Background: an optimization exercise with open tools, aiming at small area and a short achievable clock period. Do not read the settings as production practice. Function was not checked in any run shown here: the RTL went through the layout flow alone. In every run shown here, the design's own scripts or RTL, not TritonCTS, make the clock network. The clock port is modelled as an ideal driver, which makes a skipped or thinned clock tree look cheaper than it is; a real chip needs a root buffer or a tree. Power figures rest on the tool's default switching activity, not on a simulated workload.

### flow/config.mk
export PLATFORM = sky130hd
export DESIGN_NAME = syc_FIFO
export DESIGN_NICKNAME = syc_FIFO
export VERILOG_FILES = /design/flow/design.v
export SDC_FILE = /design/flow/constraint.sdc
export NUM_CORES = 4
export LEC_CHECK = 0
export CAP_MARGIN = 20
export CORE_MARGIN = 2
export CORE_UTILIZATION = 40
export SETUP_SLACK_MARGIN = 1.35
export SLEW_MARGIN = 20
### flow/constraint.sdc
create_clock -name core_clock -period 3.0 [get_ports {clk}]
set_input_delay 0.6000 -clock core_clock [delete_from_list [all_inputs] [get_ports {clk}]]
set_output_delay 0.6000 -clock core_clock [all_outputs]
set_load 0.01 [all_outputs]
### flow/design.v
module syc_FIFO #(
    parameter DATA_WIDTH = 32,
    parameter DEPTH      = 16
)(
    input                       wr_en,
    input                       rd_en,
    input      [DATA_WIDTH-1:0] wr_data,
    input                       clk,
    input                       rstb,
    output reg [DATA_WIDTH-1:0] rd_data,
    output reg                  full,
    output wire                 empty
);
    localparam J = DEPTH / 2;
    reg [DATA_WIDTH-1:0] memory [DEPTH-1:0];
    reg [DEPTH-1:0]      wr_sel, rd_sel;
    reg [J-1:0]          fill;
    reg                  not_empty;
    assign empty = ~not_empty;
    wire wr = wr_en & ~full;
    wire rd = rd_en & not_empty;
    wire one_word = fill[0] & ~fill[1];           
    wire one_free = fill[J-1] & ~fill[J-2];       
    wire up   = wr & ~rd;                         
    wire down = rd & ~wr;                         
    integer i;
    always @(posedge clk)
        for (i = 0; i < DEPTH; i = i + 1)
            if (wr & wr_sel[i]) memory[i] <= wr_data;
    reg [DATA_WIDTH-1:0] rd_word;
    always @* begin
        rd_word = {DATA_WIDTH{1'b0}};
        for (i = 0; i < DEPTH; i = i + 1)
            rd_word = rd_word | (memory[i] & {DATA_WIDTH{rd_sel[i]}});
    end
    always @(posedge clk)
        rd_sel <= ({DEPTH{~not_empty}}         & wr_sel)
                | ({DEPTH{not_empty &  rd_en}} & {rd_sel[DEPTH-2:0], rd_sel[DEPTH-1]})
                | ({DEPTH{not_empty & ~rd_en}} & rd_sel);
    always @(posedge clk or negedge rstb) begin
        if (!rstb) begin
            wr_sel    <= 1;
            fill      <= 0;
            rd_data   <= 0;
            full      <= 1'b0;
            not_empty <= 1'b0;
        end else begin
            if (rd) rd_data <= rd_word;
            if (wr) wr_sel <= {wr_sel[DEPTH-2:0], wr_sel[DEPTH-1]};
            full      <= full ? ~rd_en : (wr_en & ~rd_en & one_free);
            not_empty <= not_empty ? ~(rd_en & ~wr_en & one_word) : wr_en;
            if (up)
                fill <= {fill[J-2:0], ~fill[J-1]};
            else if (down)
                fill <= {~fill[0], fill[J-1:1]};
        end
    end
endmodule
### flow/flow/run.sh
#!/bin/bash
# Standard ORFS layout (the standard.sh, synthesis unchanged) with:
#  - port buffers of a plain buffer cell instead of the one buffer_ports picks;
#  - a hand-built two-level clock tree (flow/pre_cts.tcl, flow/mancts.tcl)
#    in place of TritonCTS's three-level one;
#  - gate sizing not held to cells of the same footprint.
set -uo pipefail
here=$(pwd)
bash standard.sh \
  BUFFER_PORTS_ARGS="-buffer_cell sky130_fd_sc_hd__buf_2" \
  PRE_CTS_TCL="$here/flow/pre_cts.tcl" \
  MATCH_CELL_FOOTPRINT=0 \
  finish > flow_make.log 2>&1
### flow/flow/mancts.tcl
# Two-level clock tree built by hand: the clock port drives one root
# clkbuf_16 in the middle of the sinks, which drives one clkbuf_16 per
# cluster of flip-flops (k-means on the flip-flop positions).
proc mancts_build { nclusters {nroots 1} {bufname sky130_fd_sc_hd__clkbuf_16} {rootname sky130_fd_sc_hd__clkbuf_16} } {
  set block [ord::get_db_block]
  set db [ord::get_db]
  set master [$db findMaster $bufname]
  set rmaster [$db findMaster $rootname]
  set clk_net [$block findNet clk]
  set sinks {}
  set xs {}
  set ys {}
  foreach it [$clk_net getITerms] {
    set inst [$it getInst]
    set bb [$inst getBBox]
    lappend sinks $it
    lappend xs [expr {([$bb xMin] + [$bb xMax]) / 2.0}]
    lappend ys [expr {([$bb yMin] + [$bb yMax]) / 2.0}]
  }
  set n [llength $sinks]
  puts "mancts: $n sinks, $nclusters clusters"
  # k-means, seeded on a grid over the sinks' bounding box
  set xmin [tcl::mathfunc::min {*}$xs]; set xmax [tcl::mathfunc::max {*}$xs]
  set ymin [tcl::mathfunc::min {*}$ys]; set ymax [tcl::mathfunc::max {*}$ys]
  set g [expr {int(ceil(sqrt($nclusters)))}]
  set cx {}; set cy {}
  for {set k 0} {$k < $nclusters} {incr k} {
    set i [expr {$k % $g}]; set j [expr {$k / $g}]
    set gy [expr {int(ceil(double($nclusters) / $g))}]
    lappend cx [expr {$xmin + ($i + 0.5) * ($xmax - $xmin) / $g}]
    lappend cy [expr {$ymin + ($j + 0.5) * ($ymax - $ymin) / $gy}]
  }
  set cap [expr {int(ceil(double($n) / $nclusters * 1.15))}]
  for {set iter 0} {$iter < 30} {incr iter} {
    # capacity-limited assignment: nearest centre with room left
    set order {}
    for {set s 0} {$s < $n} {incr s} {
      set best 1e30
      for {set k 0} {$k < $nclusters} {incr k} {
        set d [expr {abs([lindex $xs $s] - [lindex $cx $k]) + abs([lindex $ys $s] - [lindex $cy $k])}]
        if {$d < $best} { set best $d }
      }
      lappend order [list $s $best]
    }
    set order [lsort -real -index 1 $order]
    set cnt [lrepeat $nclusters 0]
    set asg [lrepeat $n 0]
    foreach e $order {
      set s [lindex $e 0]
      set best 1e30; set bk 0
      for {set k 0} {$k < $nclusters} {incr k} {
        if {[lindex $cnt $k] >= $cap} continue
        set d [expr {abs([lindex $xs $s] - [lindex $cx $k]) + abs([lindex $ys $s] - [lindex $cy $k])}]
        if {$d < $best} { set best $d; set bk $k }
      }
      lset asg $s $bk
      lset cnt $bk [expr {[lindex $cnt $bk] + 1}]
    }
    set sx [lrepeat $nclusters 0.0]; set sy [lrepeat $nclusters 0.0]
    for {set s 0} {$s < $n} {incr s} {
      set k [lindex $asg $s]
      lset sx $k [expr {[lindex $sx $k] + [lindex $xs $s]}]
      lset sy $k [expr {[lindex $sy $k] + [lindex $ys $s]}]
    }
    for {set k 0} {$k < $nclusters} {incr k} {
      set c [lindex $cnt $k]
      if {$c > 0} {
        lset cx $k [expr {[lindex $sx $k] / $c}]
        lset cy $k [expr {[lindex $sy $k] / $c}]
      }
    }
  }
  puts "mancts: cluster sizes $cnt"
  # group the leaf buffers into nroots groups, one root buffer each
  set rasg [mancts_kmeans $cx $cy $nroots]
  set leaf_nets {}
  set root_nets {}
  for {set r 0} {$r < $nroots} {incr r} {
    set sx 0.0; set sy 0.0; set c 0
    for {set k 0} {$k < $nclusters} {incr k} {
      if {[lindex $rasg $k] == $r} { set sx [expr {$sx + [lindex $cx $k]}]; set sy [expr {$sy + [lindex $cy $k]}]; incr c }
    }
    set root [odb::dbInst_create $block $rmaster clkbuf_root_$r]
    $root setLocation [expr {int($sx / $c)}] [expr {int($sy / $c)}]
    $root setPlacementStatus PLACED
    set root_net [odb::dbNet_create $block clknet_root_$r]
    $root_net setSigType CLOCK
    [$root findITerm A] connect $clk_net
    [$root findITerm X] connect $root_net
    lappend root_nets $root_net
    puts "mancts: root $r drives $c leaves"
  }
  for {set k 0} {$k < $nclusters} {incr k} {
    set b [odb::dbInst_create $block $master clkbuf_leaf_$k]
    $b setLocation [expr {int([lindex $cx $k])}] [expr {int([lindex $cy $k])}]
    $b setPlacementStatus PLACED
    set ln [odb::dbNet_create $block clknet_leaf_$k]
    $ln setSigType CLOCK
    [$b findITerm A] connect [lindex $root_nets [lindex $rasg $k]]
    [$b findITerm X] connect $ln
    lappend leaf_nets $ln
  }
  for {set s 0} {$s < $n} {incr s} {
    set it [lindex $sinks $s]
    $it disconnect
    $it connect [lindex $leaf_nets [lindex $asg $s]]
  }
}

# plain capacity-limited k-means on points, returns the assignment list
proc mancts_kmeans { xs ys k } {
  set n [llength $xs]
  set cap [expr {int(ceil(double($n) / $k))}]
  set idx [lsort -real -indices $xs]
  set cx {}; set cy {}
  for {set j 0} {$j < $k} {incr j} {
    set p [lindex $idx [expr {int(($j + 0.5) * $n / $k)}]]
    lappend cx [lindex $xs $p]; lappend cy [lindex $ys $p]
  }
  for {set iter 0} {$iter < 20} {incr iter} {
    set cnt [lrepeat $k 0]
    set asg [lrepeat $n 0]
    for {set s 0} {$s < $n} {incr s} {
      set best 1e30; set bk 0
      for {set j 0} {$j < $k} {incr j} {
        if {[lindex $cnt $j] >= $cap} continue
        set d [expr {abs([lindex $xs $s] - [lindex $cx $j]) + abs([lindex $ys $s] - [lindex $cy $j])}]
        if {$d < $best} { set best $d; set bk $j }
      }
      lset asg $s $bk
      lset cnt $bk [expr {[lindex $cnt $bk] + 1}]
    }
    for {set j 0} {$j < $k} {incr j} {
      set sx 0.0; set sy 0.0; set c 0
      for {set s 0} {$s < $n} {incr s} {
        if {[lindex $asg $s] == $j} { set sx [expr {$sx + [lindex $xs $s]}]; set sy [expr {$sy + [lindex $ys $s]}]; incr c }
      }
      if {$c} { lset cx $j [expr {$sx / $c}]; lset cy $j [expr {$sy / $c}] }
    }
  }
  return $asg
}
### flow/flow/pre_cts.tcl
# Runs before ORFS's CTS step: builds the clock tree by hand (mancts.tcl)
# and stands in for TritonCTS, whose tree has one buffer level more.
source [file join [file dirname [info script]] mancts.tcl]
set nsinks [llength [[[ord::get_db_block] findNet clk] getITerms]]
set nleaves [expr {max(4, int(round($nsinks / 24.0)))}]
mancts_build $nleaves 4
set_propagated_clock [all_clocks]
rename clock_tree_synthesis my_tritoncts_unused
proc clock_tree_synthesis { args } {
  puts "clock tree built by mancts.tcl; clock_tree_synthesis $args not run"
}
### flow/standard.sh
#!/bin/bash
# synth_recipe.tcl (not shown) runs the flow's synth.tcl, then flattens the netlist and writes it again
# the make line also repeats each setting of config.mk as NAME=value (left out here)
make -C /OpenROAD-flow-scripts/flow DESIGN_CONFIG=/design/flow/config.mk WORK_HOME=/design/flow/orfs CLKGATE_MAP_FILE= SYNTH_SCRIPT=/design/flow/synth_recipe.tcl "${@:-finish}"
==> results of run 1 <==
==> cells in the mapped netlist <==
cell type and instances:
nand2_1 8, ha_1 1, a221oi_1 74, a41oi_1 32, dfrtp_1 57, a22o_1 96, nand2b_1 1, nor2_1 50
mux2i_1 24, edfxtp_1 512, and3_1 32, nor2b_1 1, inv_1 4, and2_1 17, mux2_2 16, a21oi_1 17
clkbuf_1 13, buf_2 53, o21ai_0 8, dfstp_2 1, a22oi_1 64, a31oi_1 1, buf_6 11, buf_4 6
a221oi_2 22, dfxtp_1 16
==> metal layers <==
layer  share of wire (%)  global-route usage (%)  wire, microns
met5               0.019                       0             10
met2                  50                    32.2          27000
met4                 2.9                    4.58           1540
met3                 6.5                    2.49           3470
met1                  40                    25.0          21700
==> timing repair <==
| item | CTS | global route |
|---|---|---|
| setup endpoints to repair | 545 | 299 |
| endpoints found under the hold margin | 0 | 0 |
| cloned | 17 | 1 |
| gates resized for setup | 37 | 8 |
| pin swaps | 27 | 1 |
| setup buffers | 64 | 2 |
==> worst max-delay path, delay by kind of cell, from the launching register on <==
kind,cells,cell delay (ns)
flip-flops,1,0.52
AO/OA/AOI/OAI,3,0.93
==> power by group <==
| group | internal (W) | switching (W) | total [W] |
|---|---|---|---|
| registers | 0.00913 | 0.00143 | 0.0106 |
| logic | 0.00133 | 0.00145 | 0.00278 |
| clock network | 0.00169 | 0.00223 | 0.00392 |
==> final timing paths <==
| check | startpoint | endpoint | slack [ns] | depth (start not counted) |
|---|---|---|---|---|
| max reg2reg | rd_sel[5] | rd_data[12] | 1.37 | 3 |
| max | rd_sel[5] | rd_data[12] | 1.37 | 3 |
| min reg2reg | fill[5] | fill[5] | 0.52 | 2 |
| min | rstb | rd_data[29] | 0.39 | 1 |
| max in group asynchronous | rstb | not_empty | 1.95 | 1 |
| min in group core_clock | wr_en | not_empty | 0.49 | 2 |
==> cell type report <==
class / count / area share [%]
Sequential cell: 586 / 70.9
Multi-Input combinational cell: 481 / 16.0
Timing Repair Buffer: 151 / 6.62
Tap cell: 688 / 3.55
Buffer: 28 / 2.89
Inverter: 4 / 0.0618
==> registers in the layout, indices dropped and copies added, names as in the netlist <==
register,flops
full,1
fill,8
not_empty,1
wr_sel,16
rd_sel,16
rd_data,32
memory,512
==> stage by stage <==
step | hold WS [ns] | cells
after global placement | 0.499 | 1826
after global routing | 0.442 | 1938
after floorplan | 0.304 | 1137
final | 0.393 | 1938
after detailed placement | 0.503 | 1826
after CTS | 0.425 | 1935
==> kinds of logic after synthesis <==
kind of cell	Yosys count	share of synthesized area [%]
mux	40	1.97
buf+inv	87	2.33
simple gates	109	2.52
flops	586	80.4
fa+ha+maj	1	0.0587
compound gates	314	12.7
==> results.toml, run 1 <==
[status]
status = "timing/DRC/antenna clean"

[sta]
slew_headroom_pct = 37.5
final.setup.tns_ns = 0
min_period_over_period_pct = 54.5
setup_ws_ns = 1.37
final_hold_viol_count = 0
post-route-min-period_ns = 1.63
setup_violations = 0
drv_slew = 0
rsz0062_at_grt = "no"
max_slew.worst_pin.slew_ns = 0.937
skew_ns = 0.0361
max_freq_mhz = 612

[detailed_routing]
drt-initial-drc-count = 1051
wl_microns = 53700
via_per_inst = 5.81
wire_per_inst_microns = 27.7
vias = 11300
ant_nets = 0
drc = 0
firstDrtPassIters = 5

[min_path]
worst_hold_path_type = "input port to async pin"

[layout]
ff_latch_area_sq_um = 17200
postLayoutCoreUtil_pct = 46.1
antennaDiodeCount = 0
drive_above_1_share_pct = 21.9
fillerInstances = 4352
fin_area_sq_um = 24300
final_cell_mix = "512 x edfxtp_1, 96 x a22o_1, 74 x a221oi_1, 67 x buf_2, 64 x a22oi_1"
layout_commonest_cell = "edfxtp_1"
area_growth_pct = 13.9
fin_nets = 1289
multiInputGateArea_sq_um = 3890

[yosys]
yosysTopAreaCellShare_pct = 72.1
synth_cell_types = 26
synth_cells = 1137
synth-seq-area-share_pct = 80.4
syn-cell-area_sq_um = 21300
synth_nets = 1174
yosysWarnings = 2
ys_seq_elements = 586
synth.avg_cell_area_sq_um = 18.8
yosysTopAreaCell = "edfxtp_1"
synth_area_leaders = "edfxtp_1 72%, dfrtp_1 6.7%, a22o_1 3.9%"

[global_route]
grt_pass1_wl_microns = 76800
grt_usage_pct = 18.7
grt_pass1_vias = 11100
grt_max_degree = 59
antenna_found_initial = 1
overflow = 0

[clock_network]
clk_latency_ns = 0.37
path_clk_slew_ns = 0.09
holdBufCountCts = 0

[floorplan]
coreArea_sq_um = 52700
die_w_microns = 235
io_pins = 70
start_util_pct = 40.5
die_area_sq_um = 55200
row_count = 84
die_y_microns = 235

[setup_path]
cp.arrival_ns = 1.84
critical_path_class = "flip-flop to flip-flop"
critPathMaxFanout = 34
cpPeakStageDelay_ns = 0.52
crit_path_start_kind = "flip-flop"
endpoint_kind = "flip-flop"
path_cells = "a22o_1 > a221oi_1 > a41oi_1"
crit_required_ns = 3.21
slowest_stage = "dfxtp_4"

[placed_design]
place_hpwl_microns = 26100
place_ws_ns = 0.742
gp_congestion = 0.729
numPortBuffers = 69
post_dp_cell_area_sq_um = 22200

[flow_run]
maxCapViolations = 0

[pwr]
cellLeakagePower_nw = 8.01
p_per_area_nw_per_um2 = 711
ir_worst_vdd_mv = 0.445
power_w = 0.0173
==> inputs of run 2 (changes only) <==
--- a/flow/config.mk
+++ b/flow/config.mk
@@ -10,3 +10,3 @@
 export CORE_UTILIZATION = 40
-export SETUP_SLACK_MARGIN = 1.35
+export SETUP_SLACK_MARGIN = 1.42
 export SLEW_MARGIN = 20
==> run 2 against run 1 <==
- combinational power up 19%
- still clean on timing, DRC and antenna
- sequential share of layout area down 1.5 points
- largest cell class unchanged
- critical path depth unchanged
==> results.toml, run 2 <==
[yosys]
synth_cells = 1137
ys_seq_elements = 586
synth_nets = 1174
yosysTopAreaCell = "edfxtp_1"
synth.avg_cell_area_sq_um = 18.8
syn-cell-area_sq_um = 21300
synth_ff_type = "edfxtp_1"
yosysWarnings = 2
synth_area_leaders = "edfxtp_1 72%, dfrtp_1 6.7%, a22o_1 3.9%"
yosys-top-cells-count = "512 x edfxtp_1, 96 x a22o_1, 74 x a221oi_1"
synth_most_common_cell = "edfxtp_1"
synth-seq-area-share_pct = 80.4
synth_cell_types = 26
async_flop_share_pct = 9.90
synth_edf_count = 512
yosysTopAreaCellShare_pct = 72.1

[setup_path]
cpPeakStageDelay_ns = 0.43
critPathMaxFanout = 2
timing.rr.start = "rd_sel[15]"
rrSetupSlack_ns = 1.46
endpoint_kind = "primary output"
path_cells = "buf_12 > clkinv_4 > buf_6"
rr_worst_depth = 5
cp.arrival_ns = 1.01
slowest_stage = "dfrtp_2"
critical_path_class = "flip-flop to primary output"
crit_required_ns = 2.40
r2r-end = "rd_data[4]"
crit_path_start_kind = "flip-flop"

[layout]
fin_area_sq_um = 24800
antennaDiodeCount = 0
fillerInstances = 4294
reg_top3 = "memory: 512 flops, rd_data: 32 flops"
drive_above_1_share_pct = 24.0
ff_latch_area_sq_um = 17200
multiInputGateArea_sq_um = 3930
area_growth_pct = 16.3
top_register = "memory"
fin_nets = 1315
layout_commonest_cell = "edfxtp_1"
final_cell_mix = "512 x edfxtp_1, 96 x a22o_1, 68 x a221oi_1, 67 x buf_2, 64 x a22oi_1"
largest_reg_flops = 512

[flow_run]
maxCapViolations = 0

[floorplan]
row_count = 84
die_y_microns = 235
die_area_sq_um = 55200
io_pins = 70
die_w_microns = 235
coreArea_sq_um = 52700
start_util_pct = 40.5

[sta]
post-route-min-period_ns = 1.61
max_freq_mhz = 621
holdWs_ns = 0.398
skew_ns = 0.0343
final.setup.tns_ns = 0
setup_violations = 0
min_period_over_period_pct = 53.7
drv_slew = 0
final_hold_viol_count = 0
slew_headroom_pct = 36.4
rsz0062_at_grt = "yes"
max_slew.worst_pin.slew_ns = 0.954

[min_path]
worst_hold_path_type = "input port to async pin"

[pwr]
pwr-share-seq_pct = 59.1
p_sw_w = 0.00532
clockPowerShare_pct = 22.2
p_per_area_nw_per_um2 = 713
p_int_w = 0.0124
ir_worst_vdd_mv = 0.448
pwr-share-comb_pct = 18.6
p_sw_share_pct = 30.1
cellLeakagePower_nw = 8.24

[placed_design]
post_dp_cell_area_sq_um = 22200
gp_congestion = 0.729
numPortBuffers = 69
place_hpwl_microns = 26100

[clock_network]
path_clk_slew_ns = 0.09
clk_latency_ns = 0.37

[detailed_routing]
wl_microns = 55700
vias = 11500
ant_nets = 0
drt-initial-drc-count = 1102
drc = 0
firstDrtPassIters = 5
via_per_inst = 5.86
wire_per_inst_microns = 28.3

[global_route]
grt_usage_pct = 19.0
grt_pass1_vias = 11200
overflow = 0
antenna_found_initial = 1
grt_max_degree = 59
grt_pass1_wl_microns = 78100

[status]
status = "timing/DRC/antenna clean"
==> run 2: worst max path at each step <==
stage | endpoint | startpoint | depth (start not counted) | slack (ns)
after floorplan | fill[7] | rd_en | 10 | 1.21
after global placement | memory[9][5] | wr_en | 4 | 0.77
after detailed placement | memory[9][3] | wr_en | 4 | 0.74
after CTS | empty | not_empty | 3 | 1.38
after global routing | empty | not_empty | 3 | 1.36
final | empty | not_empty | 3 | 1.39
==> run 2: power groups by stage <==
stage | Clock [W] | Sequential (W) | Combinational, W
after floorplan | 0 | 0.00932 | 0.00285
after global placement | 0 | 0.0107 | 0.00269
after detailed placement | 0 | 0.0107 | 0.00272
after CTS | 0.00399 | 0.0106 | 0.00280
after global routing | 0.00428 | 0.0105 | 0.00357
final | 0.00393 | 0.0105 | 0.00330
==> run 2: layer usage <==
| metal | up-vias | wire length [microns] | global-route usage, % | part of all wire (%) |
|---|---|---|---|---|
| met4 | 2 | 1760 | 4.81 | 3.2 |
| met5 | - | 10 | 0 | 0.018 |
| met2 | 383 | 27800 | 32.8 | 50 |
| met3 | 78 | 3080 | 1.99 | 5.5 |
| met1 | 6056 | 23000 | 25.8 | 41 |
| li1 | 4981 | - | - | - |
==> run 2: cells by family after synthesis <==
kind of cell,after synthesis,share of synthesized area [%]
buf+inv,87,2.33
flops,586,80.4
compound gates,314,12.7
simple gates,109,2.52
fa+ha+maj,1,0.0587
mux,40,1.97
==> run 2: worst max-delay path, delay by kind of cell, from the launching register on <==
family | cells | cell delay (ns)
buffers and inverters | 3 | 0.24
DFF | 1 | 0.43
==> run 2: stage by stage <==
step                std cells  setup WS, ns  utilization, %  total power [W]
global route             1964          1.36            47.1           0.0184
CTS                      1952          1.38            46.6           0.0174
global placement         1826         0.767            42.2           0.0134
detailed placement       1826         0.742            42.2           0.0134
finish                   1964          1.39            47.1           0.0177
floorplan                1137          1.21               -           0.0122
==> run 2: timing repair <==
action                     CTS  global route
resized for setup           45             9
setup endpoints to repair  547            42
pin swaps                   31             2
hold buffers                 0             0
buffers inserted            80             9
gates cloned                18             3
==> run 2: layout make-up <==
class / instances / area share [%]
sequential: 586 / 69.4
multi-input combinational: 481 / 15.9
timing repair buffer: 177 / 8.38
tap: 688 / 3.47
buffer: 28 / 2.83
inverter: 4 / 0.0807
==> inputs of run 3 (changes only) <==
==> flow/design.v (replaced) <==
module syc_FIFO #(
    parameter DATA_WIDTH = 32,
    parameter DEPTH      = 16
)(
    input                       wr_en,
    input                       rd_en,
    input      [DATA_WIDTH-1:0] wr_data,
    input                       clk,
    input                       rstb,
    output reg [DATA_WIDTH-1:0] rd_data,
    output reg                  full,
    output wire                 empty
);
    localparam ADDR_WIDTH = $clog2(DEPTH);
    reg [DATA_WIDTH-1:0] memory [DEPTH-1:0];
    reg [DEPTH-1:0]      wr_sel, rd_sel;
    reg [DEPTH/2-1:0]    fill;
    reg                  not_empty;
    assign empty = ~not_empty;
    wire wr = wr_en & ~full;
    wire rd = rd_en & not_empty;
    localparam J = DEPTH / 2;
    wire one_word = fill[0] & ~fill[1];           
    wire one_free = fill[J-1] & ~fill[J-2];       
    integer i;
    always @(posedge clk)
        for (i = 0; i < DEPTH; i = i + 1)
            if (wr_en & wr_sel[i]) memory[i] <= wr_data;
    reg [DATA_WIDTH-1:0] rd_word;
    always @* begin
        rd_word = {DATA_WIDTH{1'b0}};
        for (i = 0; i < DEPTH; i = i + 1)
            rd_word = rd_word | (memory[i] & {DATA_WIDTH{rd_sel[i]}});
    end
    always @(posedge clk or negedge rstb) begin
        if (!rstb) begin
            wr_sel    <= 1;
            rd_sel    <= 0;
            fill      <= 0;
            rd_data   <= 0;
            full      <= 1'b0;
            not_empty <= 1'b0;
        end else begin
            if (rd) rd_data <= rd_word;
            if (full)
                wr_sel <= rd ? rd_sel : {DEPTH{1'b0}};
            else if (wr & ~rd & one_free)
                wr_sel <= {DEPTH{1'b0}};
            else if (wr)
                wr_sel <= {wr_sel[DEPTH-2:0], wr_sel[DEPTH-1]};
            if (!not_empty)
                rd_sel <= wr ? wr_sel : {DEPTH{1'b0}};
            else if (rd & ~wr & one_word)
                rd_sel <= {DEPTH{1'b0}};
            else if (rd)
                rd_sel <= {rd_sel[DEPTH-2:0], rd_sel[DEPTH-1]};
            if (wr & ~rd) begin
                fill      <= {fill[J-2:0], ~fill[J-1]};
                not_empty <= 1'b1;
                full      <= one_free;
            end else if (rd & ~wr) begin
                fill      <= {~fill[0], fill[J-1:1]};
                full      <= 1'b0;
                not_empty <= ~one_word;
            end
        end
    end
endmodule
==> flow/flow/run.sh (replaced) <==
#!/bin/bash
# Standard ORFS layout (the standard.sh, synthesis unchanged) with:
#  - port buffers of a plain buffer cell instead of the one buffer_ports picks;
#  - a hand-built two-level clock tree (flow/pre_cts.tcl, flow/mancts.tcl)
#    in place of TritonCTS's three-level one.
set -uo pipefail
here=$(pwd)
bash standard.sh \
  BUFFER_PORTS_ARGS="-buffer_cell sky130_fd_sc_hd__buf_4" \
  PRE_CTS_TCL="$here/flow/pre_cts.tcl" \
  finish > flow_make.log 2>&1
--- a/flow/config.mk
+++ b/flow/config.mk
@@ -10,3 +10,3 @@
 export CORE_UTILIZATION = 40
-export SETUP_SLACK_MARGIN = 1.42
+export SETUP_SLACK_MARGIN = 1.35
 export SLEW_MARGIN = 20
==> run 3 against run 2 <==
- area after synthesis is 0.70% lower
- total power fell by 18%
- sequential cell count stayed put
- critical endpoint is now rd_data[14]
- fmax is 5.2% lower
- utilization down 0.67 points
- combinational power fell by about 60%
- sequential share of layout area increased by 1.6 points
- first-iteration DRC count is 54% higher
- sequential power decreased by 12%
- setup slack got worse by 0.087 ns
- clock skew about the same
- critical path type is now flip-flop to flip-flop
==> results.toml, run 3 <==
[detailed_routing]
drt-initial-drc-count = 1697
wire_per_inst_microns = 29.9
wl_microns = 57900
ant_nets = 0
firstDrtPassIters = 10
vias = 11900
drc = 0
via_per_inst = 6.16

[global_route]
grtUsageMet2_pct = 33.4
grt_pass1_wl_microns = 81500
grt_pass1_vias = 11400
antenna_found_initial = 1
grtUsageMet1_pct = 29.9
grt_max_degree = 65
grt_usage_pct = 20.4
overflow = 0
top_usage_layer = "met2"
use_met3_pct = 2.36

[floorplan]
die_area_sq_um = 54800
die_w_microns = 234
start_util_pct = 40.4
io_pins = 70
row_count = 84
die_y_microns = 234
coreArea_sq_um = 52400

[yosys]
yosysTopAreaCellShare_pct = 72.6
synth_edf_count = 512
synth-seq-area-share_pct = 81.3
yosysWarnings = 2
synth_cell_types = 29
synth_area_leaders = "edfxtp_1 73%, dfrtp_1 8.6%, a221oi_1 4.0%"
synth_cells = 1145
synth.avg_cell_area_sq_um = 18.5
synth_most_common_cell = "edfxtp_1"
syn-cell-area_sq_um = 21200
yosys-top-cells-count = "512 x edfxtp_1, 96 x a221oi_1, 96 x a22o_1"
yosysTopAreaCell = "edfxtp_1"
synth_nets = 1183
ys_seq_elements = 586
async_flop_share_pct = 12.6
synth_ff_type = "edfxtp_1"

[setup_path]
critPathBufInv = 1
cp.arrival_ns = 1.90
path_delay_family = "compound AO/OA/AOI/OAI gates"
endpoint_kind = "flip-flop"
path_cells = "buf_6 > a22o_1 > a221oi_1 > a41oi_1"
crit_required_ns = 3.21
critical_path_class = "flip-flop to flip-flop"
critPathMaxFanout = 9
cpPeakStageDelay_ns = 0.60
slowest_stage = "dfrtp_4"
crit_path_start_kind = "flip-flop"

[sta]
skew_ns = 0.0348
post-route-min-period_ns = 1.70
final.setup.tns_ns = 0
holdWs_ns = 0.357
drv_slew = 0
max_freq_mhz = 589
rsz0062_at_grt = "yes"
min_period_over_period_pct = 56.6
slew_headroom_pct = 38.0
final_hold_viol_count = 0
setup_violations = 0
max_slew.worst_pin.slew_ns = 0.931

[layout]
antennaDiodeCount = 0
fillerInstances = 4335
final_cell_mix = "512 x edfxtp_1, 120 x buf_4, 96 x a22o_1, 64 x a22oi_1, 61 x a221oi_1"
layout_commonest_cell = "edfxtp_1"
reg_top3 = "memory: 512 flops, rd_data: 32 flops"
drive_above_1_share_pct = 21.3
area_growth_pct = 15.0
largest_reg_flops = 512
top_register = "memory"
fin_nets = 1287

[placed_design]
numPortBuffers = 69
place_hpwl_microns = 26100
gp_congestion = 0.768

[pwr]
ir_worst_vdd_mv = 0.434
cellLeakagePower_nw = 7.99
p_per_area_nw_per_um2 = 598

[clock_network]
clk_latency_ns = 0.37
path_clk_slew_ns = 0.11

[flow_run]
maxCapViolations = 0

[min_path]
worst_hold_path_type = "input port to async pin"

[status]
status = "timing/DRC/antenna clean"
run 3: changes by cell type in the layout (fill, tap and decap cells not counted), sizes merged, moves of 14 or more:
cell	before	now
mux2i	24	7
dfxtp	16	0
mux2	16	0
a222oi	0	32
a21oi	17	3
buf	173	154
and2	34	16
nor2	50	35
inv	3	37
dfrtp	57	73
run 3: per-layer routing:
metal	vias up	part of all wire (%)
met5	-	0.014
met1	6300	42
met2	576	47
met4	2	2.1
met3	74	8.7
li1	4961	-
run 3: worst reg2reg max path, stage by stage, from the launching register on:
cell and delay [ns]:
dfrtp_4 0.60, buf_6 0.20, a22o_1 0.23, a221oi_1 0.35, a41oi_1 0.17
run 3: repair_timing:
item | in CTS | in global routing
gates cloned | 1 | 2
buffers inserted | 44 | 19
resized for setup | 23 | 42
hold buffers | 0 | 0
pin swaps | 3 | 29
setup endpoints to repair | 53 | 58
run 3: per-stage QoR:
stage | power [W] | std cells | instance area (sq um) | utilization, % | worst slack (ns)
final | 0.0146 | 1935 | 24300 | 46.4 | 1.30
after global routing | 0.0150 | 1935 | 24300 | 46.4 | 1.21
after CTS | 0.0146 | 1914 | 23800 | 45.5 | 1.31
after detailed placement | 0.0107 | 1841 | 22500 | 42.9 | 0.891
after global placement | 0.0107 | 1841 | 22500 | 42.9 | 0.930
after floorplan | 0.0100 | 1145 | 21300 | - | 1.09
run 3: cell families (layout without fill, tap and decap cells):
kind of cell	Yosys count	after routing	share of synthesized area, %
buf+inv	120	221	2.42
flops	586	586	81.3
simple gates	97	97	2.39
compound gates	333	334	13.4
mux	7	7	0.331
fa+ha+maj	2	2	0.118
run 3: power by group:
| group | switching (W) | internal (W) |
|---|---|---|
| clock network | 0.00229 | 0.00169 |
| registers | 0.000208 | 0.00907 |
| logic | 0.000741 | 0.000566 |
| total | 0.00324 | 0.0113 |
run 3: worst paths after layout:
kind	startpoint	endpoint	slack (ns)	depth (start not counted)
max	rd_sel[1]	rd_data[14]	1.30	4
min reg2reg	fill[5]	fill[5]	0.52	2
min	rstb	rd_data[10]	0.36	1
max reg2reg	rd_sel[1]	rd_data[14]	1.30	4
min in group core_clock	wr_data[10]	memory[5][10]	0.52	1
max in group asynchronous	rstb	not_empty	1.89	2
run 3: layout make-up:
class	count	area, sq um	area share (%)
Timing Repair Buffer	156	1580	6.47
Buffer	28	701	2.88
Inverter	37	139	0.570
Multi-Input combinational cell	440	3780	15.5
Sequential cell	586	17300	71.0
Tap cell	688	861	3.54
==> inputs of run 4 (changes only) <==
--- a/flow/design.v
+++ b/flow/design.v
@@ -16,3 +16,3 @@
     reg [DEPTH-1:0]      wr_sel, rd_sel;
-    reg [DEPTH/2-1:0]    fill;
+    reg [ADDR_WIDTH-1:0] fill;
     reg                  not_empty;
@@ -21,5 +21,4 @@
     wire rd = rd_en & not_empty;
-    localparam J = DEPTH / 2;
-    wire one_word = fill[0] & ~fill[1];           
-    wire one_free = fill[J-1] & ~fill[J-2];       
+    wire one_word = (fill == 1);
+    wire one_free = (fill == DEPTH - 1);
     integer i;
@@ -57,3 +56,3 @@
             if (wr & ~rd) begin
-                fill      <= {fill[J-2:0], ~fill[J-1]};
+                fill      <= fill + 1'b1;
                 not_empty <= 1'b1;
@@ -61,3 +60,3 @@
             end else if (rd & ~wr) begin
-                fill      <= {~fill[0], fill[J-1:1]};
+                fill      <= fill - 1'b1;
                 full      <= 1'b0;
--- a/flow/config.mk
+++ b/flow/config.mk
@@ -10,3 +10,3 @@
 export CORE_UTILIZATION = 40
-export SETUP_SLACK_MARGIN = 1.35
+export SETUP_SLACK_MARGIN = 1.45
 export SLEW_MARGIN = 20
==> run 4 against run 3 <==
- sequential share of layout area is 0.95 points lower
- clock power hardly changed
- setup slack worse by 0.024 ns
- die area is 0.65% lower
- total power is 3.0% lower
- register-to-register slack worse by 0.02 ns
- synthesized cell count is 1.3% lower
- design area is 0.78% higher
==> results.toml, run 4 <==
[pwr]
ir_worst_vdd_mv = 0.320
p_sw_w = 0.00301
cellLeakagePower_nw = 8.06
p_per_area_nw_per_um2 = 576
clockPowerShare_pct = 28.1
p_sw_share_pct = 21.3
pwr-share-seq_pct = 64.6
pwr-share-comb_pct = 7.3
p_int_w = 0.0111

[setup_path]
critical_path_class = "flip-flop to flip-flop"
path_delay_family = "simple AND/OR/NAND/NOR gates"
crit_path_start_kind = "flip-flop"
cpPeakStageDelay_ns = 0.40
crit_required_ns = 3.23
slowest_stage = "dfrtp_1"
endpoint_kind = "flip-flop"
critPathBufInv = 2
path_cells = "nand2b_4 > inv_2 > ha_4 > nand4_1 > nor2b_4 > a222oi_1 > inv_1"
critPathMaxFanout = 8
cp.arrival_ns = 1.95

[layout]
antennaDiodeCount = 0
largest_reg_flops = 512
area_growth_pct = 16.6
reg_top3 = "memory: 512 flops, rd_data: 32 flops"
drive_above_1_share_pct = 22.5
final_cell_mix = "512 x edfxtp_1, 99 x buf_4, 96 x a22o_1, 65 x a221oi_1, 64 x a22oi_1"
fin_nets = 1285
fillerInstances = 4248
top_register = "memory"
layout_commonest_cell = "edfxtp_1"
stdcell_count = 1930
postLayoutCoreUtil_pct = 47.0

[detailed_routing]
vias = 11900
via_per_inst = 6.15
wl_microns = 58400
firstDrtPassIters = 11
ant_nets = 0
drt-initial-drc-count = 1642
drc = 0
wire_per_inst_microns = 30.3

[yosys]
yosysTopAreaCell = "edfxtp_1"
synth-seq-area-share_pct = 81.4
synth_ff_type = "edfxtp_1"
synth_area_leaders = "edfxtp_1 73%, dfrtp_1 8.2%, a221oi_1 4.0%"
yosysWarnings = 2
synth.avg_cell_area_sq_um = 18.6
synth_edf_count = 512
yosysTopAreaCellShare_pct = 73.1
syn-cell-area_sq_um = 21000
async_flop_share_pct = 12.0
synth_nets = 1171
synth_cells = 1130
yosys-top-cells-count = "512 x edfxtp_1, 96 x a221oi_1, 96 x a22o_1"
ys_seq_elements = 582
synth_cell_types = 30
synth_most_common_cell = "edfxtp_1"

[placed_design]
place_ws_ns = 0.781
gp_congestion = 0.753
place_hpwl_microns = 26400
numPortBuffers = 69
place_inst = 1829

[sta]
max_freq_mhz = 581
setup_ws_ns = 1.28
rsz0062_at_grt = "yes"
max_slew.worst_pin.slew_ns = 0.787
final_hold_viol_count = 0
min_period_over_period_pct = 57.4
drv_slew = 0
post-route-min-period_ns = 1.72
skew_ns = 0.0371
slew_headroom_pct = 47.5
final.setup.tns_ns = 0
setup_violations = 0

[status]
status = "timing/DRC/antenna clean"

[global_route]
grt_pass1_vias = 11400
grt_usage_pct = 20.4
grt_pass1_wl_microns = 80500
overflow = 0
antenna_found_initial = 2
grt_max_degree = 65

[floorplan]
die_w_microns = 233
io_pins = 70
die_area_sq_um = 54400
row_count = 84
start_util_pct = 40.3
die_y_microns = 233
coreArea_sq_um = 52200

[clock_network]
path_clk_slew_ns = 0.10
holdBufCountCts = 0
clk_latency_ns = 0.37

[flow_run]
maxCapViolations = 0

[min_path]
worst_hold_path_type = "input port to async pin"
run 4: cell count changes after synthesis, moves of 4 or more:
cell / change
mux2i_1: -6
nand2_1: -6
dfrtp_1: -4
o21ai_0: -5
clkbuf_1: -5
run 4: through the flow:
step / instance area, sq um / total power, W / hold slack, ns
final: 24500 / 0.0141 / 0.328
after global routing: 24500 / 0.0145 / 0.376
after CTS: 23800 / 0.0141 / 0.351
after detailed placement: 22400 / 0.0102 / 0.494
after global placement: 22400 / 0.0102 / 0.496
after floorplan: 21200 / 0.00969 / 0.304
run 4: final timing paths:
kind	startpoint	end	slack (ns)	cells past startpoint
max in group asynchronous	rstb	rd_data[21]	2.03	2
hold / removal	rstb	wr_sel[14]	0.33	1
setup / recovery	full	wr_sel[7]	1.28	7
setup reg to reg	full	wr_sel[7]	1.28	7
hold reg to reg	fill[3]	fill[3]	0.51	1
min in group core_clock	fill[3]	fill[3]	0.51	1
run 4: layout make-up:
class	instances	area, sq um	area share (%)
flip-flops and latches	582	17200	70.0
repair buffers	164	1870	7.62
multi-input cells	431	3780	15.4
inverters	37	139	0.566
well taps	688	861	3.51
plain buffers	28	701	2.86
run 4: cells by family (layout without fill, tap and decap cells):
kind of cell / after synthesis / after routing / synth area share (%)
AO/OA/AOI/OAI: 325 / 325 / 13.3
buffers and inverters: 118 / 229 / 2.38
multiplexers: 1 / 1 / 0.0476
flip-flops: 582 / 582 / 81.4
AND/OR/NAND/NOR: 95 / 96 / 2.41
adder cells (fa/ha/maj): 5 / 5 / 0.297
XOR/XNOR: 4 / 4 / 0.167
run 4: routing by layer:
metal,vias up,global-route usage [%],wire length (microns)
li1,4928,-,-
met1,6291,30.6,24600
met5,-,0,22
met4,4,3.38,1150
met2,564,32.3,27300
met3,76,2.58,5290
run 4: power by group through the flow:
stage / combinational (W) / sequential, W / clock (W)
3_5_place_dp: 0.000892 / 0.00930 / 0
2_1_floorplan: 0.000381 / 0.00930 / 0
5_1_grt: 0.00112 / 0.00915 / 0.00426
4_1_cts: 0.000990 / 0.00913 / 0.00401
6_report: 0.00103 / 0.00913 / 0.00397
3_3_place_gp: 0.000867 / 0.00930 / 0
run 4: repair_timing:
| item | 4_1_cts | 5_1_grt |
|---|---|---|
| setup endpoints to repair | 169 | 83 |
| endpoints found under the hold margin | 0 | 0 |
| gates cloned | 2 | 1 |
| resized for setup | 57 | 49 |
| buffers inserted | 36 | 34 |
| pin swaps | 26 | 45 |
==> inputs of run 5 (changes only) <==
--- a/flow/design.v
+++ b/flow/design.v
@@ -26,8 +26,8 @@
         for (i = 0; i < DEPTH; i = i + 1)
-            if (wr_en & wr_sel[i]) memory[i] <= wr_data;
-    reg [DATA_WIDTH-1:0] rd_word;
+            if (wr & wr_sel[i]) memory[i] <= wr_data;
+    reg [DATA_WIDTH-1:0] rd_next;
     always @* begin
-        rd_word = {DATA_WIDTH{1'b0}};
+        rd_next = rd_data & {DATA_WIDTH{~rd}};
         for (i = 0; i < DEPTH; i = i + 1)
-            rd_word = rd_word | (memory[i] & {DATA_WIDTH{rd_sel[i]}});
+            rd_next = rd_next | (memory[i] & {DATA_WIDTH{rd & rd_sel[i]}});
     end
@@ -36,3 +36,3 @@
             wr_sel    <= 1;
-            rd_sel    <= 0;
+            rd_sel    <= 1;
             fill      <= 0;
@@ -42,15 +42,5 @@
         end else begin
-            if (rd) rd_data <= rd_word;
-            if (full)
-                wr_sel <= rd ? rd_sel : {DEPTH{1'b0}};
-            else if (wr & ~rd & one_free)
-                wr_sel <= {DEPTH{1'b0}};
-            else if (wr)
-                wr_sel <= {wr_sel[DEPTH-2:0], wr_sel[DEPTH-1]};
-            if (!not_empty)
-                rd_sel <= wr ? wr_sel : {DEPTH{1'b0}};
-            else if (rd & ~wr & one_word)
-                rd_sel <= {DEPTH{1'b0}};
-            else if (rd)
-                rd_sel <= {rd_sel[DEPTH-2:0], rd_sel[DEPTH-1]};
+            rd_data <= rd_next;
+            if (wr) wr_sel <= {wr_sel[DEPTH-2:0], wr_sel[DEPTH-1]};
+            if (rd) rd_sel <= {rd_sel[DEPTH-2:0], rd_sel[DEPTH-1]};
             if (wr & ~rd) begin
==> run 5 against run 4 <==
- global-route usage up 0.54 points
- via count grew 2.7%
- sequential cell count did not move
- first-iteration DRC count up 19%
- critical path type unchanged
- critical endpoint is now rd_data[27]
- largest power group unchanged
==> results.toml, run 5 <==
[layout]
drive_above_1_share_pct = 27.3
reg_top3 = "memory: 512 flops, rd_data: 32 flops"
final_cell_mix = "512 x edfxtp_1, 143 x a22oi_1, 116 x buf_4, 56 x buf_12, 53 x dfrtp_1"
postLayoutCoreUtil_pct = 49.6
fin_nets = 1358
largest_reg_flops = 512
area_growth_pct = 22.4
top_register = "memory"
fin_area_sq_um = 25500
layout_commonest_cell = "edfxtp_1"
fillerInstances = 4117
stdcell_count = 1997

[detailed_routing]
drt-initial-drc-count = 1958
drc = 0
firstDrtPassIters = 7
vias = 12200
via_per_inst = 6.10
wl_microns = 62200
ant_nets = 0
wire_per_inst_microns = 31.1

[floorplan]
die_w_microns = 232
io_pins = 70
die_area_sq_um = 53900
coreArea_sq_um = 51400
die_y_microns = 232
row_count = 83
start_util_pct = 40.5

[sta]
slew_headroom_pct = 69.0
max_slew.worst_pin.slew_ns = 0.466
min_period_over_period_pct = 56.9
drv_slew = 0
setup_violations = 0
rsz0062_at_grt = "yes"
skew_ns = 0.0282
final.setup.tns_ns = 0
post-route-min-period_ns = 1.71
final_hold_viol_count = 0
max_freq_mhz = 585

[global_route]
grt_usage_pct = 20.9
use_met3_pct = 2.27
grt_max_degree = 58
grt_pass1_vias = 11600
grtUsageMet1_pct = 29.0
grt_pass1_wl_microns = 81600
antenna_found_initial = 0
overflow = 0
top_usage_layer = "met2"
grtUsageMet2_pct = 34.9

[yosys]
synth_top_family_by_area = "compound AO/OA/AOI/OAI gates"
synth_area_leaders = "edfxtp_1 74%, dfrtp_1 8.2%, a22oi_1 5.5%"
yosysWarnings = 2
syn-cell-area_sq_um = 20800
synth_cell_types = 37
synth-seq-area-share_pct = 82.2
synth_ff_type = "edfxtp_1"
async_flop_share_pct = 12.0
synthXorXnorAreaFrac_pct = 0.168
yosys-top-cells-count = "512 x edfxtp_1, 152 x a22oi_1, 68 x dfrtp_1"
synth-simple-area-share_pct = 4.04
synth_most_common_cell = "edfxtp_1"
synthAdderAreaFrac_pct = 0.240
yosysTopAreaCellShare_pct = 73.8
synth_mux_area_share_pct = 0.913
synth.avg_cell_area_sq_um = 18.4
synth_edf_count = 512
synth_nets = 1175
synth_cells = 1135
synth_compound_area_share_pct = 10.5
ys_seq_elements = 582
yosysTopAreaCell = "edfxtp_1"

[setup_path]
critPathBufInv = 2
timing.rr.start = "not_empty"
cpPeakStageDelay_ns = 0.44
rr_worst_depth = 6
endpoint_kind = "flip-flop"
path_delay_family = "compound AO/OA/AOI/OAI gates"
path_cells = "and2_4 > inv_4 > buf_4 > a21oi_1 > nand4_1 > o22a_1"
crit_required_ns = 3.25
critPathMaxFanout = 24
r2r-end = "rd_data[27]"
cp.arrival_ns = 1.96
slowest_stage = "dfrtp_2"
crit_path_start_kind = "flip-flop"
rrSetupSlack_ns = 1.29
critical_path_class = "flip-flop to flip-flop"

[status]
status = "timing/DRC/antenna clean"

[clock_network]
path_clk_slew_ns = 0.09
clk_latency_ns = 0.37
holdBufCountCts = 0

[min_path]
worst_hold_path_type = "input port to async pin"

[pwr]
cellLeakagePower_nw = 8.52
p_per_area_nw_per_um2 = 556
ir_worst_vdd_mv = 0.373

[placed_design]
gp_congestion = 0.748
numPortBuffers = 69
post_dp_cell_area_sq_um = 22300
place_inst = 1843
place_hpwl_microns = 27700

[flow_run]
maxCapViolations = 0
run 5: per-stage QoR:
stage	setup WS (ns)	hold slack (ns)	total power (W)
after floorplan	0.926	0.304	0.00969
after global placement	0.800	0.454	0.0102
after detailed placement	0.807	0.456	0.0102
after CTS	1.35	0.0990	0.0141
after global routing	1.27	0.103	0.0146
final	1.29	0.0921	0.0142
run 5: what timing repair did:
action                     4_1_cts  5_1_grt
setup endpoints to repair      550      473
setup buffers                   72       15
pin swaps                       51       60
cloned                          17       21
resized for setup               79       74
run 5: final cells by class:
cell class	count	area, sq um	area share (%)
antenna	1	2.50	0.00981
buffer	28	701	2.75
inverter	4	17.5	0.0687
multi-input combinational	475	3670	14.4
sequential	582	17200	67.3
tap	680	851	3.34
timing repair buffer	227	3090	12.1
run 5: worst register-to-register path, cell delays in order, from the launching register on:
cell,delay (ns)
dfrtp_2,0.44
and2_4,0.20
inv_4,0.05
buf_4,0.24
a21oi_1,0.22
nand4_1,0.22
o22a_1,0.23
run 5: worst max path at each step:
stage | cells past startpoint | slack [ns] | start | to
final | 6 | 1.29 | not_empty | rd_data[27]
after global routing | 5 | 1.27 | rd_sel[9] | rd_data[9]
after CTS | 6 | 1.35 | not_empty | fill[3]
after detailed placement | 5 | 0.81 | wr_en | memory[5][28]
after global placement | 5 | 0.80 | wr_en | memory[5][26]
after floorplan | 8 | 0.93 | wr_en | fill[3]
run 5: routing by layer:
metal	routed length [microns]	share of wire (%)	vias to the layer above
met4	2780	4.5	0
li1	-	-	5019
met3	6210	10	154
met1	24000	39	6228
met5	0	0	-
met2	29200	47	779
run 5: cell families after synthesis:
logic type / Yosys count
buffers and inverters: 85
and+or+nand+nor: 162
xor gates and xnor gates: 4
adders and majority gates: 4
AOI/OAI and AO/OA: 281
muxes: 17
DFF: 582
run 5: where the power goes:
group,switching [W],internal [W]
Sequential,0.000154,0.00895
Clock,0.00225,0.00169
Combinational,0.000609,0.000515

==> port drivers added, routing unchanged <==
The results above use ideal ports. As a check the final layouts listed here were re-extracted and re-timed, cells and wires unchanged. Step 1: set_driving_cell puts a clkbuf_16 on clk and a buf_2 on each other input, an assumption about the parent block. Step 2 moves the port delays by t, midway between the first and last clock arrival at a register: inputs arrive t later, outputs are due t later. That takes back most of the time a late clock gives input paths. a / b / c = ideal ports / drivers / drivers and shift; a / b = the first two.
| run | t (ns) | setup WS [ns] | hold slack, ns | clock arrival spread, ns |
|---|---|---|---|---|
| run 1 | 0.474 | 1.366 / 1.261 / 1.088 | 0.393 / 0.291 / 0.519 | 0.043 / 0.042 |
| run 2 | 0.473 | 1.390 / 1.266 / 1.135 | 0.398 / 0.297 / 0.517 | 0.041 / 0.041 |
| run 3 | 0.468 | 1.303 / 1.277 / 0.959 | 0.357 / 0.279 / 0.524 | 0.039 / 0.040 |
| run 4 | 0.479 | 1.279 / 1.165 / 0.935 | 0.328 / 0.221 / 0.514 | 0.040 / 0.040 |
| run 5 | 0.475 | 1.292 / 1.276 / 0.907 | 0.092 / -0.003 / 0.472 | 0.030 / 0.030 |
After both steps every run listed still meets setup and hold. For run 5, which loses most, drivers alone change the setup slack by -0.016 ns; drivers and shift together by -0.385 ns.
